What follows belongs to an exercise in optimizing a design on an open flow for small area; a production flow would make more cautious choices.
Only simulation tests tie the RTL to the original design; equivalence was not proved.
The clock input has no modelled driver; a real chip could not lean on it and would need a root buffer or a full tree.
Power is estimated from default activity; no workload was simulated.

**flow/area.abc**
```
&get -n
&st
&b
&dc2
&dch -f
&nf -a -p -k
&st
&st
&dc2
&b
&dch
&nf -a -p
&st
&put
rewrite -z
refactor -z
&get -n
&syn2
&fraig -x
&dch -f
&nf -a
&st
&put
resub -K 8
&get -n
&fraig -x
&dch -f
&nf -p -R 1000
&put
```
**constraint.sdc**
```tcl
create_clock -name core_clock -period 5.0 [get_ports {ACLK}]
set_input_delay 1.0000 -clock core_clock [delete_from_list [all_inputs] [get_ports {ACLK}]]
set_output_delay 1.0000 -clock core_clock [all_outputs]
set_load 0.01 [all_outputs]
```
**standard.sh**
```bash
#!/bin/bash
# synth_recipe.tcl (not shown) runs the flow's synth.tcl, then flattens the netlist and writes it again
# the make line also repeats each setting of config.mk as NAME=value (left out here)
make -C /OpenROAD-flow-scripts/flow DESIGN_CONFIG=/design/flow/config.mk WORK_HOME=/design/flow/orfs CLKGATE_MAP_FILE= SYNTH_SCRIPT=/design/flow/synth_recipe.tcl "${@:-finish}"
```
**flow/synth.tcl**
```tcl
# The standard synthesis (synth_recipe.tcl) with one change: ABC maps the
# logic with flow/area.abc, an area-only script, instead of ORFS's speed script.
# Registers are untouched (ABC maps only the combinational logic).
proc abc {args} {
  set i [lsearch -exact $args -script]
  if {$i >= 0} { lset args [expr {$i + 1}] $::env(MY_ABC_SCRIPT) }
  yosys abc {*}$args
}
source $::env(FLOW_SYNTH_TCL)
```
**config.mk**
```make
export PLATFORM = sky130hd
export DESIGN_NAME = axi_master_top
export DESIGN_NICKNAME = axi_master_top
export VERILOG_FILES = /design/flow/design.v
export SDC_FILE = /design/flow/constraint.sdc
export NUM_CORES = 4
export LEC_CHECK = 0
export CAP_MARGIN = 20
export CORE_MARGIN = 2
export CORE_UTILIZATION = 40
export PLACE_DENSITY = 0.6
export SLEW_MARGIN = 20
```
**design.v**
```verilog
`timescale 1ns/1ps
module axi_master (
    input  wire        ACLK,
    input  wire        ARESETN,
    input  wire        start_i,
    output wire [2:0]  awaddr,
    output reg         awvalid,
    input  wire        AWREADY,
    output wire [3:0]  wdata,
    output wire        wlast,
    output reg         wvalid,
    input  wire        WREADY,
    input  wire        BRESP1,
    input  wire        BVALID,
    output wire        bready,
    output reg  [2:0]  araddr,
    output reg         arvalid,
    input  wire        ARREADY,
    input  wire [31:0] RDATA,
    input  wire        RRESP1,
    input  wire        RLAST,
    input  wire        RVALID,
    output reg         error_reg
);
   wire rs = ARESETN & start_i;
   reg aresetn_r, aresetn_rr, aresetn_rrr;
   always @(posedge ACLK) begin
      aresetn_r   <= rs;
      aresetn_rr  <= aresetn_r;
      aresetn_rrr <= aresetn_rr;
   end
   assign bready = aresetn_r;
   reg [2:0] awaddr_r;
   reg [3:0] wcount;       
   reg [2:0] w_issue;
   reg [2:0] unread;
   reg [3:0] data_gen;
   reg       read_mismatch;
   assign awaddr = awaddr_r;
   assign wdata  = wcount[3:0];
   assign wlast  = &wcount[3:0];
   wire aw_hs = awvalid & AWREADY;
   wire wnext = wvalid & WREADY;
   wire b_hs  = BVALID;
   wire ar_hs = arvalid & ARREADY;
   wire r_hs  = RVALID;
   wire [2:0] aw_dist = awaddr_r - araddr;
   wire aw_throttle = aw_dist < unread;
   wire [3:0] w_sum = w_issue + unread;
   wire w_throttle  = w_sum[3];
   wire ar_throttle = unread == 3'd0;
   always @(posedge ACLK) begin
      if (!aresetn_rrr)
        awvalid <= 1'b0;
      else if (!awvalid)
        awvalid <= !aw_throttle;
      else if (AWREADY && aw_throttle)
        awvalid <= 1'b0;
      if (!aresetn_rrr)
        wvalid <= 1'b0;
      else if (!wvalid)
        wvalid <= !w_throttle;
      else if (WREADY && wlast && w_throttle)
        wvalid <= 1'b0;
   end
   always @(posedge ACLK)
      read_mismatch <= r_hs && (RDATA != {28'd0, data_gen});
   always @(posedge ACLK) begin
      if (!rs) begin
         awaddr_r      <= 3'd0;
         wcount        <= 4'd0;
         w_issue       <= 3'd0;
         araddr        <= 3'd0;
         arvalid       <= 1'b0;
         unread        <= 3'd0;
         data_gen      <= 4'd0;
         error_reg     <= 1'b0;
      end else begin
         if (aw_hs)
           awaddr_r <= awaddr_r + 3'd1;
         if (wnext)
           wcount <= wcount + 4'd1;
         if (wnext && wlast && !b_hs)
           w_issue <= w_issue + 3'd1;
         else if (b_hs && !(wnext && wlast))
           w_issue <= w_issue - 3'd1;
         if (ar_hs) begin
            arvalid <= 1'b0;
            araddr  <= araddr + 3'd1;
         end else if (!ar_throttle)
           arvalid <= 1'b1;
         if (b_hs && !ar_hs)
           unread <= unread + 3'd1;
         else if (ar_hs && !b_hs)
           unread <= unread - 3'd1;
         if (r_hs)
           data_gen <= data_gen + 4'd1;
         if (read_mismatch || (b_hs && BRESP1) || (r_hs && RRESP1))
           error_reg <= 1'b1;
      end
   end
endmodule
`timescale 1ns/1ps
module axi_master_top (
    input  wire        ACLK,
    input  wire        ARESETN,
    input  wire        start_i,
    output wire [8:0]  M_AXI_AWADDR,
    output wire        M_AXI_AWVALID,
    input  wire        M_AXI_AWREADY,
    output wire [31:0] M_AXI_WDATA,
    output wire        M_AXI_WLAST,
    output wire        M_AXI_WVALID,
    input  wire        M_AXI_WREADY,
    input  wire [1:0]  M_AXI_BRESP,
    input  wire        M_AXI_BVALID,
    output wire        M_AXI_BREADY,
    output wire [8:0]  M_AXI_ARADDR,
    output wire        M_AXI_ARVALID,
    input  wire        M_AXI_ARREADY,
    input  wire [31:0] M_AXI_RDATA,
    input  wire [1:0]  M_AXI_RRESP,
    input  wire        M_AXI_RLAST,
    input  wire        M_AXI_RVALID,
    output wire        M_AXI_RREADY,
    output wire        ERROR
);
   wire [2:0] awaddr, araddr;
   wire [3:0] wdata;
   wire       ready;
   assign M_AXI_AWADDR  = {awaddr, 6'd0};
   assign M_AXI_ARADDR  = {araddr, 6'd0};
   assign M_AXI_WDATA   = {28'd0, wdata};
   assign M_AXI_BREADY  = ready;
   assign M_AXI_RREADY  = ready;
   axi_master u_master (
      .ACLK(ACLK),
      .ARESETN(ARESETN),
      .start_i(start_i),
      .awaddr(awaddr),
      .awvalid(M_AXI_AWVALID),
      .AWREADY(M_AXI_AWREADY),
      .wdata(wdata),
      .wlast(M_AXI_WLAST),
      .wvalid(M_AXI_WVALID),
      .WREADY(M_AXI_WREADY),
      .BRESP1(M_AXI_BRESP[1]),
      .BVALID(M_AXI_BVALID),
      .bready(ready),
      .araddr(araddr),
      .arvalid(M_AXI_ARVALID),
      .ARREADY(M_AXI_ARREADY),
      .RDATA(M_AXI_RDATA),
      .RRESP1(M_AXI_RRESP[1]),
      .RLAST(M_AXI_RLAST),
      .RVALID(M_AXI_RVALID),
      .error_reg(ERROR)
   );
endmodule
```
**flow/run.sh**
```bash
#!/bin/bash
# The standard layout (standard.sh) with these changes to how it is made:
#  - synthesis: the standard synthesis script, but ABC maps with an area-only
#    script (flow/area.abc) and adders are left to ABC instead of being mapped
#    to half/full-adder cells first (ADDER_MAP_FILE empty);
#  - constant outputs share the single tie cell synthesis gives them instead of
#    one tie cell per port;
#  - the port buffers are the smallest buffer, sky130_fd_sc_hd__buf_1;
#  - CTS adds no dummy loads, and its tree is then collapsed into one clock
#    buffer (flow/one_clock_buffer.tcl), then routing and the rest run as usual.
# Each step's output goes to a log file of its own here; ORFS's own logs are
# under orfs/logs.
set -euo pipefail
W=$PWD
export SKIP_REPAIR_TIE_FANOUT=1
export BUFFER_PORTS_ARGS="-buffer_cell sky130_fd_sc_hd__buf_1"
export ADDER_MAP_FILE=
export MY_ABC_SCRIPT=$W/flow/area.abc
export FLOW_SYNTH_TCL=$W/synth_recipe.tcl
export CTS_ARGS="-repair_clock_nets -dont_use_dummy_load"
sed "s#SYNTH_SCRIPT=[^ ]*#SYNTH_SCRIPT=$W/flow/synth.tcl#" standard.sh > standard_synth.sh
bash standard_synth.sh synth > synth.log 2>&1
bash standard.sh cts > place_cts.log 2>&1
R=$W/orfs/results/$FLOW_PLATFORM/axi_master_top/base
CTS_ODB=$R/4_1_cts.odb CLOCK_BUFFER_CELL=${CLOCK_BUFFER_CELL:-sky130_fd_sc_hd__clkbuf_16} \
  openroad -no_init -exit flow/one_clock_buffer.tcl > one_clock_buffer.log 2>&1
cp $R/4_1_cts.odb $R/4_cts.odb
bash standard.sh finish > route_finish.log 2>&1
```
**flow/one_clock_buffer.tcl**
```tcl
# Collapse the clock tree CTS built (a root buffer driving leaf buffers) into
# a single buffer: the first leaf buffer is kept and driven by the clock port,
# the register clock pins of the other leaves are moved onto its output, the
# root and the other leaves are removed, the kept buffer is set to
# $::env(CLOCK_BUFFER_CELL) and placed at the centre of its sinks, and the
# placement is legalised again. All registers stay one buffer from the port.
read_db $::env(CTS_ODB)
set db [ord::get_db]
set block [ord::get_db_block]
set clknet [[$block findBTerm ACLK] getNet]
proc out_net {inst} {
  foreach it [$inst getITerms] {
    if {[$it isOutputSignal]} { return [$it getNet] }
  }
  return ""
}
set roots [$clknet getITerms]
if {[llength $roots] != 1} {
  puts "one_clock_buffer: the clock port drives [llength $roots] pins; layout left as CTS made it"
  exit 0
}
set root [[lindex $roots 0] getInst]
set rootnet [out_net $root]
set leaves {}
foreach it [$rootnet getITerms] {
  set inst [$it getInst]
  if {$inst == $root} { continue }
  if {![string match "sky130_fd_sc_hd__clkbuf_*" [[$inst getMaster] getName]]} {
    puts "one_clock_buffer: the root buffer drives [$inst getName]; layout left as CTS made it"
    exit 0
  }
  lappend leaves $inst
}
if {[llength $leaves] < 1} {
  puts "one_clock_buffer: no leaf buffers; layout left as CTS made it"
  exit 0
}
set keep [lindex $leaves 0]
set keepnet [out_net $keep]
foreach inst [lrange $leaves 1 end] {
  set leafnet [out_net $inst]
  foreach st [$leafnet getITerms] {
    if {[$st getInst] == $inst} { continue }
    $st disconnect
    $st connect $keepnet
  }
  puts "one_clock_buffer: removed [$inst getName]"
  odb::dbInst_destroy $inst
  odb::dbNet_destroy $leafnet
}
set keepin [$keep findITerm A]
$keepin disconnect
puts "one_clock_buffer: removed [$root getName]"
odb::dbInst_destroy $root
odb::dbNet_destroy $rootnet
$keepin connect $clknet
$keep swapMaster [$db findMaster $::env(CLOCK_BUFFER_CELL)]
set n 0; set sx 0; set sy 0
foreach it [$keepnet getITerms] {
  set inst [$it getInst]
  if {$inst == $keep} { continue }
  set bb [$inst getBBox]
  incr n; incr sx [expr {([$bb xMin] + [$bb xMax]) / 2}]; incr sy [expr {([$bb yMin] + [$bb yMax]) / 2}]
}
puts "one_clock_buffer: [$keep getName] ($::env(CLOCK_BUFFER_CELL)) drives $n clock pins"
$keep setLocation [expr {$sx / $n}] [expr {$sy / $n}]
$keep setPlacementStatus PLACED
detailed_placement
check_placement
write_db $::env(CTS_ODB)
```
==> flow_summary.yaml, run 1 <==
routing:
  routed_length_on_met3_um: 191
  drt_iter0_drcs: 52
  wirelength_um: 2650
  routedLengthMet1_um: 1300
  detailroute.wirelength.met2_um: 1140
  detail_route.vias_per_cell: 4.79
  dr_total_vias: 1168
  highest_routed_layer: "met4"
  detailed_route_wire_length_per_cell_um: 10.9
  firstDrtPassIters: 4
  antenna_violating_nets_post_route: 0
  drc_errors: 0
power:
  internal_power_mw: 0.283
  power_density_mw_per_mm2: 256
  vdd_ir_drop_max_mv: 0.152
  clockPowerShare_pct: 24.4
  leakagePower_nw: 0.547
  power_switching_mw: 0.0935
  comb_power_share_pct: 13.1
  switching_share_pct: 24.8
  reg_power_share_pct: 62.5
logic_synthesis:
  ys.warnings.count: 1
  predominant_post_synthesis_flop_cell: "sky130_fd_sc_hd__dfxtp_1"
  synth_enable_flop_cells: 0
  post-synth-top-count-cell: "sky130_fd_sc_hd__buf_4"
  synth_area_per_cell_um2: 8.30
  post_synthesis_sequential_area_ratio_pct: 37.9
  synth_largest_area_cell: "sky130_fd_sc_hd__dfxtp_1"
  post_synth_inst_count: 178
  yosysUniqueCellTypes: 28
  postSynthNetCount: 223
  synthesis.area_mm2: 0.00148
  async_reset_ff_share_pct: 0
  synth_top_area_share_pct: 37.9
  post_synth_most_frequent_cells: "41 x sky130_fd_sc_hd__buf_4, 28 x sky130_fd_sc_hd__dfxtp_1, 21 x sky130_fd_sc_hd__a21oi_1"
  synth.area.top_cells: "sky130_fd_sc_hd__dfxtp_1 38%, sky130_fd_sc_hd__buf_4 21%, sky130_fd_sc_hd__a21oi_1 7.1%"
  ys_ff_latch: 28
worst_hold_path:
  hold_path_end: "u_master.aresetn_rrr$_DFF_P_"
  hold_depth: 0
  hold_start: "u_master.aresetn_rr$_DFF_P_"
  holdCritPathClass: "register to register"
timing:
  worst_clock_skew_ns: 0.00247
  timing_max_transition_violations_final: 0
  endpoints_failing_setup: 0
  sum_of_negative_setup_slack_ns: 0
  min_period_ns: 1.97
  period_share_pct: 39.4
  unrepaired_setup_endpoints_after_global_routing: "no"
  timing_hold_violations_final: 0
  maxClockFrequency_mhz: 507
die:
  floorplan.die_area_mm2: 0.00420
  number_of_rows_created_at_floorplan: 22
  core_region_area_mm2: 0.00361
  initial_utilization_pct: 41.0
  die_width_um: 64.8
  chipHeight_um: 64.8
  count_of_boundary_i_o_pins: 102
setup_path:
  critical_path.cell_chain: "buf_1, nand2_1, clkinv_1, o21ai_0, a21oi_1"
  critical_path_arrival_ns: 2.01
  crit_type: "input pin to register"
  r2r-start: "u_master.araddr[1]$_SDFFE_PN0P_"
  worstPathMaxFanout: 15
  crit_path_start_kind: "input pin"
  crit_required_ns: 5.04
  cp_slowest_stage_delay_ns: 0.43
  worst-path-buf-inv: 2
  r2r_slack_ns: 3.49
  critical-path-top-delay-family: "buffers and inverters"
  rr_endpoint: "u_master.awvalid$_SDFF_PN0_"
  timing.reg2reg.worst_path_depth: 6
  worst_path_slowest_cell: "sky130_fd_sc_hd__clkinv_1"
  critPathCaptureType: "register"
global_route:
  grt_antenna_before_repair: 0
  global_route.usage.total_pct: 12.4
  grt_remaining_overflow: 0
  global_route_wire_length_before_repair_um: 4230
  grt_start_max_net_pins: 41
  first_global_vias: 952
cells_and_area:
  sequential_cell_area_um2: 561
  layout-area-overhead-vs-synth_pct: -0.339
  diode_count: 0
  final_core_util_pct: 40.8
  fillCellCount: 361
  drive_above_1_share_pct: 0.510
  footprint_of_the_multi_input_gates_um2: 587
  nets: 243
  largest_registers: "u_master.data_gen x4, u_master.wcount x4"
clock_network:
  hold_buffers: 0
  postcts_setup_bufs: 0
  worstSkewPairLatency_ns: 0.16
  post_cts_resize_count: 0
  cts.sink_count: 28
  clk_pin_slew_ns: 0.10
placement:
  place.gp.congestion: 0.726
  port_buffers: 58
  place_hpwl_um: 2040
outcome:
  run_status: "finished clean"
run:
  max_cap_viol_count: 0
kinds of logic after synthesis:
kind of cell	count (synthesis)	share of synthesized area (%)
buffers and inverters	47	22.4
xor gates and xnor gates	6	3.56
AOI/OAI and AO/OA	49	19.6
other	1	0.254
DFF	28	37.9
and+or+nand+nor	47	16.3
through the flow:
step	area, um2	std cells	hold WS [ns]	total power [mW]	setup WS, ns
3_5_place_dp	1450	243	0.314	0.290	2.81
5_1_grt	1470	244	0.351	0.397	2.88
2_1_floorplan	1480	178	0.310	0.294	3.11
6_report	1470	244	0.339	0.377	3.03
3_3_place_gp	1450	243	0.312	0.290	2.78
4_1_cts	1490	246	0.336	0.407	2.95
cell usage in the layout (no fill, tap or decap), types with 2 or more instances in the layout:
cell	netlist	final
sky130_fd_sc_hd__nand3_1	3	3
sky130_fd_sc_hd__nor2_1	10	10
sky130_fd_sc_hd__buf_1	0	58
sky130_fd_sc_hd__a21oi_1	21	21
sky130_fd_sc_hd__nor4_1	8	8
sky130_fd_sc_hd__clkinv_1	6	6
sky130_fd_sc_hd__and2_0	3	3
sky130_fd_sc_hd__a221oi_1	2	2
sky130_fd_sc_hd__xnor2_1	3	3
sky130_fd_sc_hd__o21a_1	2	2
sky130_fd_sc_hd__xor2_1	3	3
sky130_fd_sc_hd__nand2_1	8	8
sky130_fd_sc_hd__and3_1	5	5
sky130_fd_sc_hd__nor3_1	6	6
sky130_fd_sc_hd__dfxtp_1	28	28
sky130_fd_sc_hd__o21ai_0	16	16
sky130_fd_sc_hd__o211a_1	2	2
final cells by class:
type | count | share of cell area (%)
Multi-Input combinational cell | 103 | 39.8
Clock buffer | 1 | 1.70
Sequential cell | 28 | 38.1
Tap cell | 48 | 4.08
Timing Repair Buffer | 58 | 14.8
Inverter | 6 | 1.53
metal layers:
layer	track usage (%)	up-vias
li1	-	629
met1	18.5	503
met2	18.3	34
met3	2.78	2
met4	2.39	0
met5	0	-
power groups by stage:
stage	Clock, mW	Combinational (mW)	Sequential [mW]
detailed placement	0	0.0492	0.241
global placement	0	0.0492	0.241
global route	0.104	0.0564	0.237
CTS	0.122	0.0495	0.236
finish	0.0918	0.0494	0.236
floorplan	0	0.0535	0.241
worst max-delay path by stage:
stage                                          from  cells after the start                         endpoint  slack [ns]
global placement                            ARESETN                      5  u_master.unread[0]$_SDFFE_PN0P_        2.78
global route                                ARESETN                      5  u_master.wcount[1]$_SDFFE_PN0P_        2.88
CTS                 u_master.wcount[1]$_SDFFE_PN0P_                      2                      M_AXI_WLAST        2.95
detailed placement                          ARESETN                      5  u_master.unread[0]$_SDFFE_PN0P_        2.81
finish                                      ARESETN                      5  u_master.unread[0]$_SDFFE_PN0P_        3.03
floorplan                             M_AXI_ARREADY                      5  u_master.unread[2]$_SDFFE_PN0P_        3.11
==> run 2, diff against run 1 <==
--- a/flow/run.sh
+++ b/flow/run.sh
@@ -22,7 +22,7 @@
 bash standard_synth.sh synth > synth.log 2>&1
 bash standard.sh cts > place_cts.log 2>&1
 R=$W/orfs/results/$FLOW_PLATFORM/axi_master_top/base
-CTS_ODB=$R/4_1_cts.odb CLOCK_BUFFER_CELL=${CLOCK_BUFFER_CELL:-sky130_fd_sc_hd__clkbuf_16} \
+CTS_ODB=$R/4_1_cts.odb CLOCK_BUFFER_CELL=${CLOCK_BUFFER_CELL:-sky130_fd_sc_hd__buf_12} \
   openroad -no_init -exit flow/one_clock_buffer.tcl > one_clock_buffer.log 2>&1
 cp $R/4_1_cts.odb $R/4_cts.odb
 bash standard.sh finish > route_finish.log 2>&1
==> run 2 against run 1 <==
  * Still clean on timing, DRC and antenna
  * Maximum frequency decreased by 1.3%
  * Combinational power barely moved
  * Total power shrank 0.84%
  * Non-clock buffer count unchanged
  * Critical path depth unchanged
  * Clock skew about the same
  * Hold slack worse by 0.00090 ns
  * Highest routed layer unchanged
==> flow_summary.yaml, run 2 <==
global_route:
  grt_remaining_overflow: 0
  global_route.usage.total_pct: 12.4
  first_global_vias: 952
  global_route_wire_length_before_repair_um: 4230
  grt_start_max_net_pins: 41
  grt_antenna_before_repair: 0
die:
  die_width_um: 64.8
  number_of_rows_created_at_floorplan: 22
  chipHeight_um: 64.8
  initial_utilization_pct: 41.0
  floorplan.die_area_mm2: 0.00420
  core_region_area_mm2: 0.00361
  count_of_boundary_i_o_pins: 102
logic_synthesis:
  synth_top_area_share_pct: 37.9
  synth.area.top_cells: "sky130_fd_sc_hd__dfxtp_1 38%, sky130_fd_sc_hd__buf_4 21%, sky130_fd_sc_hd__a21oi_1 7.1%"
  synth_mux_area_share_pct: 0
  postSynthNetCount: 223
  synthXorXnorAreaFrac_pct: 3.56
  synth_largest_area_cell: "sky130_fd_sc_hd__dfxtp_1"
  synth_area_per_cell_um2: 8.30
  synth_top_family_by_area: "buffers and inverters"
  ys.warnings.count: 1
  async_reset_ff_share_pct: 0
  synth_enable_flop_cells: 0
  ys_ff_latch: 28
  adder_and_majority_cell_fraction_of_the_synthesized_area_pct: 0
  post_synthesis_sequential_area_ratio_pct: 37.9
  post-synth-top-count-cell: "sky130_fd_sc_hd__buf_4"
  post_synth_inst_count: 178
  predominant_post_synthesis_flop_cell: "sky130_fd_sc_hd__dfxtp_1"
  post_synth_most_frequent_cells: "41 x sky130_fd_sc_hd__buf_4, 28 x sky130_fd_sc_hd__dfxtp_1, 21 x sky130_fd_sc_hd__a21oi_1"
  yosysUniqueCellTypes: 28
  post_synth_and_or_nand_nor_area_fraction_pct: 16.3
  synth-compound-area-share_pct: 19.6
  synthesis.area_mm2: 0.00148
routing:
  drc_errors: 0
  detail_route.vias_per_cell: 4.78
  dr_total_vias: 1167
  wirelength_um: 2640
  detailed_route_wire_length_per_cell_um: 10.8
  firstDrtPassIters: 4
  antenna_violating_nets_post_route: 0
  drt_iter0_drcs: 52
cells_and_area:
  nets: 243
  postLayoutCellArea_mm2: 0.00147
  drive_above_1_share_pct: 0.510
  diode_count: 0
  layout-area-overhead-vs-synth_pct: -0.677
  mostFrequentLayoutCell: "sky130_fd_sc_hd__buf_1"
  final_cell_mix: "58 x sky130_fd_sc_hd__buf_1, 28 x sky130_fd_sc_hd__dfxtp_1, 21 x sky130_fd_sc_hd__a21oi_1"
  largest_registers: "u_master.data_gen x4, u_master.wcount x4"
setup_path:
  critical_path.cell_chain: "buf_1, nand2_1, clkinv_1, o21ai_0, a21oi_1"
  critPathCaptureType: "register"
  critical_path_arrival_ns: 2.02
  crit_type: "input pin to register"
  cp_slowest_stage_delay_ns: 0.43
  worst_path_slowest_cell: "sky130_fd_sc_hd__clkinv_1"
  worstPathMaxFanout: 15
  crit_path_start_kind: "input pin"
  crit_required_ns: 5.02
placement:
  place.gp.congestion: 0.726
  dpl-instance-area_mm2: 0.00145
  port_buffers: 58
  place_hpwl_um: 2040
timing:
  unrepaired_setup_endpoints_after_global_routing: "no"
  timing_hold_violations_final: 0
  period_share_pct: 39.9
  maxClockFrequency_mhz: 501
  sum_of_negative_setup_slack_ns: 0
  min_period_ns: 2.00
  worst_clock_skew_ns: 0.00215
  timing_max_transition_violations_final: 0
  endpoints_failing_setup: 0
power:
  vdd_ir_drop_max_mv: 0.137
  report.power.total_mw: 0.374
  power_density_mw_per_mm2: 255
  leakagePower_nw: 0.544
clock_network:
  postcts_setup_bufs: 0
  worstSkewPairLatency_ns: 0.14
  post_cts_resize_count: 0
  cts.sink_count: 28
  hold_buffers: 0
  clk_pin_slew_ns: 0.11
run:
  max_cap_viol_count: 0
outcome:
  run_status: "finished clean"
worst_hold_path:
  holdCritPathClass: "register to register"
run 2: through the flow:
step | setup WS (ns) | std cells | util (%) | hold WS (ns)
after global routing | 2.86 | 244 | 40.7 | 0.352
after floorplan | 3.11 | 178 | - | 0.310
after CTS | 2.95 | 246 | 41.3 | 0.336
after global placement | 2.78 | 243 | 40.1 | 0.312
after detailed placement | 2.81 | 243 | 40.1 | 0.314
final | 3.00 | 244 | 40.7 | 0.338
run 2: final timing paths:
kind	start	to	slack, ns	cells past startpoint
min	u_master.aresetn_rr$_DFF_P_	u_master.aresetn_rrr$_DFF_P_	0.34	0
max reg2reg	u_master.araddr[1]$_SDFFE_PN0P_	u_master.awvalid$_SDFF_PN0_	3.49	6
min reg2reg	u_master.aresetn_rr$_DFF_P_	u_master.aresetn_rrr$_DFF_P_	0.34	0
max	ARESETN	u_master.unread[0]$_SDFFE_PN0P_	3.00	5
run 2: power breakdown:
part / switching, mW / internal [mW]
combinational: 0.0326 / 0.0168
clock: 0.0559 / 0.0327
sequential: 0.00621 / 0.229
total: 0.0947 / 0.279
run 2: critical path, delay by kind of cell:
kind,cells,cell delay [ns]
buffers and inverters,2,0.50
AOI/OAI and AO/OA,2,0.24
and+or+nand+nor,1,0.27
run 2: logic make-up (layout without fill, tap and decap cells):
family | after synthesis | in the layout
AOI/OAI and AO/OA | 49 | 49
and+or+nand+nor | 47 | 47
buffers and inverters | 47 | 65
DFF | 28 | 28
xor gates and xnor gates | 6 | 6
other | 1 | 1
run 2: final cells by class:
cell class	instances	area, um2
well taps	48	60.1
multi-input cells	103	587
flip-flops and latches	28	561
fillers	362	2140
repair buffers	58	218
clock buffers	1	20.0
inverters	6	22.5
run 2: metal layers:
metal	global-route usage (%)	wire length [um]	vias to the layer above	part of all wire (%)
li1	-	-	632	-
met1	18.5	1300	501	49
met2	18.3	1140	32	43
met3	2.78	185	2	7.0
met4	2.39	17	0	0.64
met5	0	0	-	0
==> run 3, diff against run 2 <==
--- a/design.v
+++ b/design.v
@@ -3,10 +3,10 @@
     input  wire        ACLK,
     input  wire        ARESETN,
     input  wire        start_i,
-    output wire [2:0]  awaddr,
+    output reg  [2:0]  awaddr,
     output reg         awvalid,
     input  wire        AWREADY,
-    output wire [3:0]  wdata,
+    output reg  [3:0]  wdata,
     output wire        wlast,
     output reg         wvalid,
     input  wire        WREADY,
@@ -30,25 +30,22 @@
       aresetn_rrr <= aresetn_rr;
    end
    assign bready = aresetn_r;
-   reg [2:0] awaddr_r;
-   reg [3:0] wcount;       
    reg [2:0] w_issue;
    reg [2:0] unread;
    reg [3:0] data_gen;
    reg       read_mismatch;
-   assign awaddr = awaddr_r;
-   assign wdata  = wcount[3:0];
-   assign wlast  = &wcount[3:0];
+   assign wlast = &wdata;
    wire aw_hs = awvalid & AWREADY;
    wire wnext = wvalid & WREADY;
-   wire b_hs  = BVALID;
+   wire wdone = wnext & wlast;
+   wire b_hs  = aresetn_r & BVALID;
    wire ar_hs = arvalid & ARREADY;
-   wire r_hs  = RVALID;
-   wire [2:0] aw_dist = awaddr_r - araddr;
-   wire aw_throttle = aw_dist < unread;
+   wire r_hs  = aresetn_r & RVALID;
+   wire [2:0] aw_dist = awaddr - araddr;
+   wire       aw_throttle = aw_dist < unread;
    wire [3:0] w_sum = w_issue + unread;
-   wire w_throttle  = w_sum[3];
-   wire ar_throttle = unread == 3'd0;
+   wire       w_throttle = w_sum[3];
+   wire       ar_throttle = unread == 3'd0;
    always @(posedge ACLK) begin
       if (!aresetn_rrr)
         awvalid <= 1'b0;
@@ -60,29 +57,28 @@
         wvalid <= 1'b0;
       else if (!wvalid)
         wvalid <= !w_throttle;
-      else if (WREADY && wlast && w_throttle)
+      else if (wdone && w_throttle)
         wvalid <= 1'b0;
    end
-   always @(posedge ACLK)
-      read_mismatch <= r_hs && (RDATA != {28'd0, data_gen});
    always @(posedge ACLK) begin
       if (!rs) begin
-         awaddr_r      <= 3'd0;
-         wcount        <= 4'd0;
-         w_issue       <= 3'd0;
-         araddr        <= 3'd0;
-         arvalid       <= 1'b0;
-         unread        <= 3'd0;
-         data_gen      <= 4'd0;
-         error_reg     <= 1'b0;
+         awaddr    <= 3'd0;
+         wdata     <= 4'd0;
+         w_issue   <= 3'd0;
+         araddr    <= 3'd0;
+         arvalid   <= 1'b0;
+         unread    <= 3'd0;
+         data_gen  <= 4'd0;
+         read_mismatch <= 1'b0;
+         error_reg <= 1'b0;
       end else begin
          if (aw_hs)
-           awaddr_r <= awaddr_r + 3'd1;
+           awaddr <= awaddr + 3'd1;
          if (wnext)
-           wcount <= wcount + 4'd1;
-         if (wnext && wlast && !b_hs)
+           wdata <= wdata + 4'd1;
+         if (wdone && !b_hs)
            w_issue <= w_issue + 3'd1;
-         else if (b_hs && !(wnext && wlast))
+         else if (b_hs && !wdone)
            w_issue <= w_issue - 3'd1;
          if (ar_hs) begin
             arvalid <= 1'b0;
@@ -94,7 +90,8 @@
          else if (ar_hs && !b_hs)
            unread <= unread - 3'd1;
          if (r_hs)
-           data_gen <= data_gen + 4'd1;
+           data_gen <= RLAST ? 4'd0 : data_gen + 4'd1;
+         read_mismatch <= r_hs && (RDATA != {28'd0, data_gen});
          if (read_mismatch || (b_hs && BRESP1) || (r_hs && RRESP1))
            error_reg <= 1'b1;
       end
--- a/flow/run.sh
+++ b/flow/run.sh
@@ -7,7 +7,8 @@
 #    one tie cell per port;
 #  - the port buffers are the smallest buffer, sky130_fd_sc_hd__buf_1;
 #  - CTS adds no dummy loads, and its tree is then collapsed into one clock
-#    buffer (flow/one_clock_buffer.tcl), then routing and the rest run as usual.
+#    buffer, a sky130_fd_sc_hd__buf_12 (flow/one_clock_buffer.tcl), then
+#    routing and the rest run as usual.
 # Each step's output goes to a log file of its own here; ORFS's own logs are
 # under orfs/logs.
 set -euo pipefail
==> flow/area.abc (replaced) <==
&get -n
&st
&put
drw
drf
&get -n
&synch2
&dch
&nf -p -R 1000 -C 32 -F 8
&st
&put
resub -K 8
&get -n
&dch -f
&nf -p -R 1000 -C 32 -F 8
&put
==> run 3 against run 2 <==
  * Maximum frequency is 16% lower
  * Cell count is 0.41% higher
  * Hold slack better by 0.0051 ns
  * First-iteration DRC count is 25% lower
  * Synthesized cell count stayed put
  * Critical path depth is 3 higher
  * Core utilization is 0.55 points higher
  * Design area is 2.1% higher
  * Critical endpoint is now u_master.w_issue[2]$_SDFFE_PN0P_
==> flow_summary.yaml, run 3 <==
logic_synthesis:
  synth.area.top_cells: "sky130_fd_sc_hd__dfxtp_1 37%, sky130_fd_sc_hd__buf_4 20%, sky130_fd_sc_hd__a21oi_1 7.0%"
  predominant_post_synthesis_flop_cell: "sky130_fd_sc_hd__dfxtp_1"
  yosysUniqueCellTypes: 29
  synth_enable_flop_cells: 0
  async_reset_ff_share_pct: 0
  synth_largest_area_cell: "sky130_fd_sc_hd__dfxtp_1"
  synth_top_area_share_pct: 37.2
  post_synth_inst_count: 178
  synthesis.area_mm2: 0.00151
  post-synth-top-count-cell: "sky130_fd_sc_hd__buf_4"
  post_synth_most_frequent_cells: "41 x sky130_fd_sc_hd__buf_4, 28 x sky130_fd_sc_hd__dfxtp_1, 21 x sky130_fd_sc_hd__a21oi_1"
  synth_area_per_cell_um2: 8.46
  postSynthNetCount: 223
  ys_ff_latch: 28
  post_synthesis_sequential_area_ratio_pct: 37.2
  ys.warnings.count: 1
routing:
  drt_iter0_drcs: 39
  detail_route.vias_per_cell: 4.87
  antenna_violating_nets_post_route: 0
  dr_total_vias: 1193
  drc_errors: 0
  detailed_route_wire_length_per_cell_um: 11.5
  wirelength_um: 2820
  firstDrtPassIters: 4
cells_and_area:
  largest_registers: "u_master.data_gen x4, u_master.wdata x4"
  sequential_cell_area_um2: 561
  mostFrequentLayoutCell: "sky130_fd_sc_hd__buf_1"
  final_cell_mix: "59 x sky130_fd_sc_hd__buf_1, 28 x sky130_fd_sc_hd__dfxtp_1, 21 x sky130_fd_sc_hd__a21oi_1"
  layout-area-overhead-vs-synth_pct: -0.415
  postLayoutCellArea_mm2: 0.00150
  footprint_of_the_multi_input_gates_um2: 618
  drive_above_1_share_pct: 0.508
  nets: 244
  diode_count: 0
  fillCellCount: 387
setup_path:
  crit_required_ns: 5.08
  worstPathMaxFanout: 5
  rr_endpoint: "u_master.w_issue[2]$_SDFFE_PN0P_"
  critical_path_arrival_ns: 2.47
  crit_type: "input pin to register"
  r2r-start: "u_master.wvalid$_SDFF_PN0_"
  timing.reg2reg.worst_path_depth: 7
  r2r_slack_ns: 3.17
  critPathCaptureType: "register"
  crit_path_start_kind: "input pin"
placement:
  place_hpwl_um: 2190
  dpl-instance-area_mm2: 0.00148
  place.gp.congestion: 0.742
  port_buffers: 59
power:
  power_switching_mw: 0.0905
  clockPowerShare_pct: 24.4
  internal_power_mw: 0.274
  report.power.total_mw: 0.365
  reg_power_share_pct: 63.5
  vdd_ir_drop_max_mv: 0.147
  comb_power_share_pct: 12.1
  switching_share_pct: 24.8
  leakagePower_nw: 0.510
  power_density_mw_per_mm2: 244
timing:
  timing_max_transition_violations_final: 0
  period_share_pct: 47.8
  worst_clock_skew_ns: 0.00493
  unrepaired_setup_endpoints_after_global_routing: "no"
  endpoints_failing_setup: 0
  timing_hold_violations_final: 0
  hold_slack_ns: 0.343
  sum_of_negative_setup_slack_ns: 0
  min_period_ns: 2.39
  maxClockFrequency_mhz: 419
worst_hold_path:
  holdCritPathClass: "register to register"
  hold_start: "u_master.aresetn_rr$_DFF_P_"
  hold_depth: 0
  hold_path_end: "u_master.aresetn_rrr$_DFF_P_"
outcome:
  run_status: "finished clean"
clock_network:
  cts.sink_count: 28
  hold_buffers: 0
  postcts_setup_bufs: 0
  clk_pin_slew_ns: 0.11
  worstSkewPairLatency_ns: 0.14
  post_cts_resize_count: 0
die:
  initial_utilization_pct: 41.4
  floorplan.die_area_mm2: 0.00427
  chipHeight_um: 65.3
  core_region_area_mm2: 0.00363
  number_of_rows_created_at_floorplan: 22
  die_width_um: 65.3
  count_of_boundary_i_o_pins: 102
run:
  max_cap_viol_count: 0
global_route:
  grt_remaining_overflow: 0
  global_route.usage.total_pct: 13.6
  grt_antenna_before_repair: 0
  grt_start_max_net_pins: 41
  global_route_wire_length_before_repair_um: 4760
  first_global_vias: 1101
run 3: cell count changes after synthesis, sizes merged, moves of 3 or more:
cell,before,now
o21ai,16,12
nand2,8,4
and2,3,0
xnor2,3,9
nor2,10,5
and3,5,8
nand3,3,7
run 3: kinds of logic (layout without fill, tap and decap cells):
kind of cell	Yosys count	in the layout	synth area share, %
AND/OR/NAND/NOR	47	47	17.1
buffers and inverters	46	65	21.7
AO/OA/AOI/OAI	45	45	17.2
flip-flops	28	28	37.2
XOR/XNOR	10	10	5.82
adder cells (fa/ha/maj)	1	1	0.665
other	1	1	0.249
run 3: power groups by stage:
| stage | logic, mW | clock network [mW] | registers, mW |
|---|---|---|---|
| global route | 0.0505 | 0.0977 | 0.233 |
| finish | 0.0443 | 0.0889 | 0.232 |
| global placement | 0.0437 | 0 | 0.237 |
| CTS | 0.0443 | 0.124 | 0.232 |
| floorplan | 0.0491 | 0 | 0.237 |
| detailed placement | 0.0441 | 0 | 0.237 |
run 3: critical path, stage by stage:
cell	delay, ns
sky130_fd_sc_hd__buf_1	0.09
sky130_fd_sc_hd__and4_1	0.23
sky130_fd_sc_hd__and3_1	0.25
sky130_fd_sc_hd__or3_1	0.37
sky130_fd_sc_hd__nor2b_1	0.16
sky130_fd_sc_hd__a21oi_1	0.16
sky130_fd_sc_hd__o21ai_0	0.09
sky130_fd_sc_hd__a21oi_1	0.12
run 3: final cells by class:
class / count / area share, %
inverters: 5 / 1.25
clock buffers: 1 / 1.34
well taps: 48 / 4.01
repair buffers: 59 / 14.8
multi-input cells: 104 / 41.2
flip-flops and latches: 28 / 37.4
run 3: worst max-delay path by stage:
stage	start	to	depth (start not counted)
finish	M_AXI_WREADY	u_master.w_issue[2]$_SDFFE_PN0P_	8
global route	M_AXI_WREADY	u_master.w_issue[2]$_SDFFE_PN0P_	8
CTS	M_AXI_WREADY	u_master.w_issue[2]$_SDFFE_PN0P_	8
detailed placement	M_AXI_WREADY	u_master.w_issue[2]$_SDFFE_PN0P_	8
global placement	M_AXI_WREADY	u_master.w_issue[2]$_SDFFE_PN0P_	8
floorplan	M_AXI_WREADY	u_master.w_issue[2]$_SDFFE_PN0P_	7
run 3: per-layer routing:
metal | share of wire, % | vias up | wire, um | GRT usage (%)
li1 | - | 639 | - | -
met1 | 49 | 522 | 1390 | 17.1
met2 | 44 | 30 | 1250 | 24.7
met3 | 6.0 | 2 | 170 | 2.23
met4 | 0.60 | 0 | 17 | 2.34
met5 | 0 | - | 0 | 0
run 3: through the flow:
stage	cells	setup slack (ns)	util [%]
2_1_floorplan	178	2.69	-
3_3_place_gp	244	2.51	40.7
3_5_place_dp	244	2.47	40.7
4_1_cts	247	2.76	41.8
5_1_grt	245	2.39	41.3
6_report	245	2.61	41.3

-- separate check: timing with driven ports --
In the flow no input, the clock included, has a driving cell. The finished layouts below were timed again as built, in two steps.
Step 1, drivers: a clkbuf_16 drives ACLK and a buf_2 each remaining input, both assumed.
Step 2 moves the port delays by t, midway between the first and last clock arrival at a register: inputs arrive t later, outputs are due t later. That takes back most of the time a late clock gives input paths.
Slacks: ideal ports / drivers / drivers and shift; pairs: ideal ports / drivers.
run | t, ns | setup WS [ns] | worst setup path after step 2 | clock arrival spread, ns | slew at the worst register clock pin (ns)
run 1 | 0.192 | 3.029 / 3.022 / 2.848 | input to register | 0.004 / 0.004 | 0.10 / 0.10
run 2 | 0.171 | 3.003 / 3.017 / 2.846 | input to register | 0.003 / 0.002 | 0.11 / 0.11
run 3 | 0.168 | 2.611 / 2.616 / 2.447 | input to register | 0.007 / 0.007 | 0.11 / 0.11
After both steps every run listed still meets setup and hold. The setup slack of run 1, which loses most, moves by -0.007 ns with the drivers and by -0.181 ns with both steps.
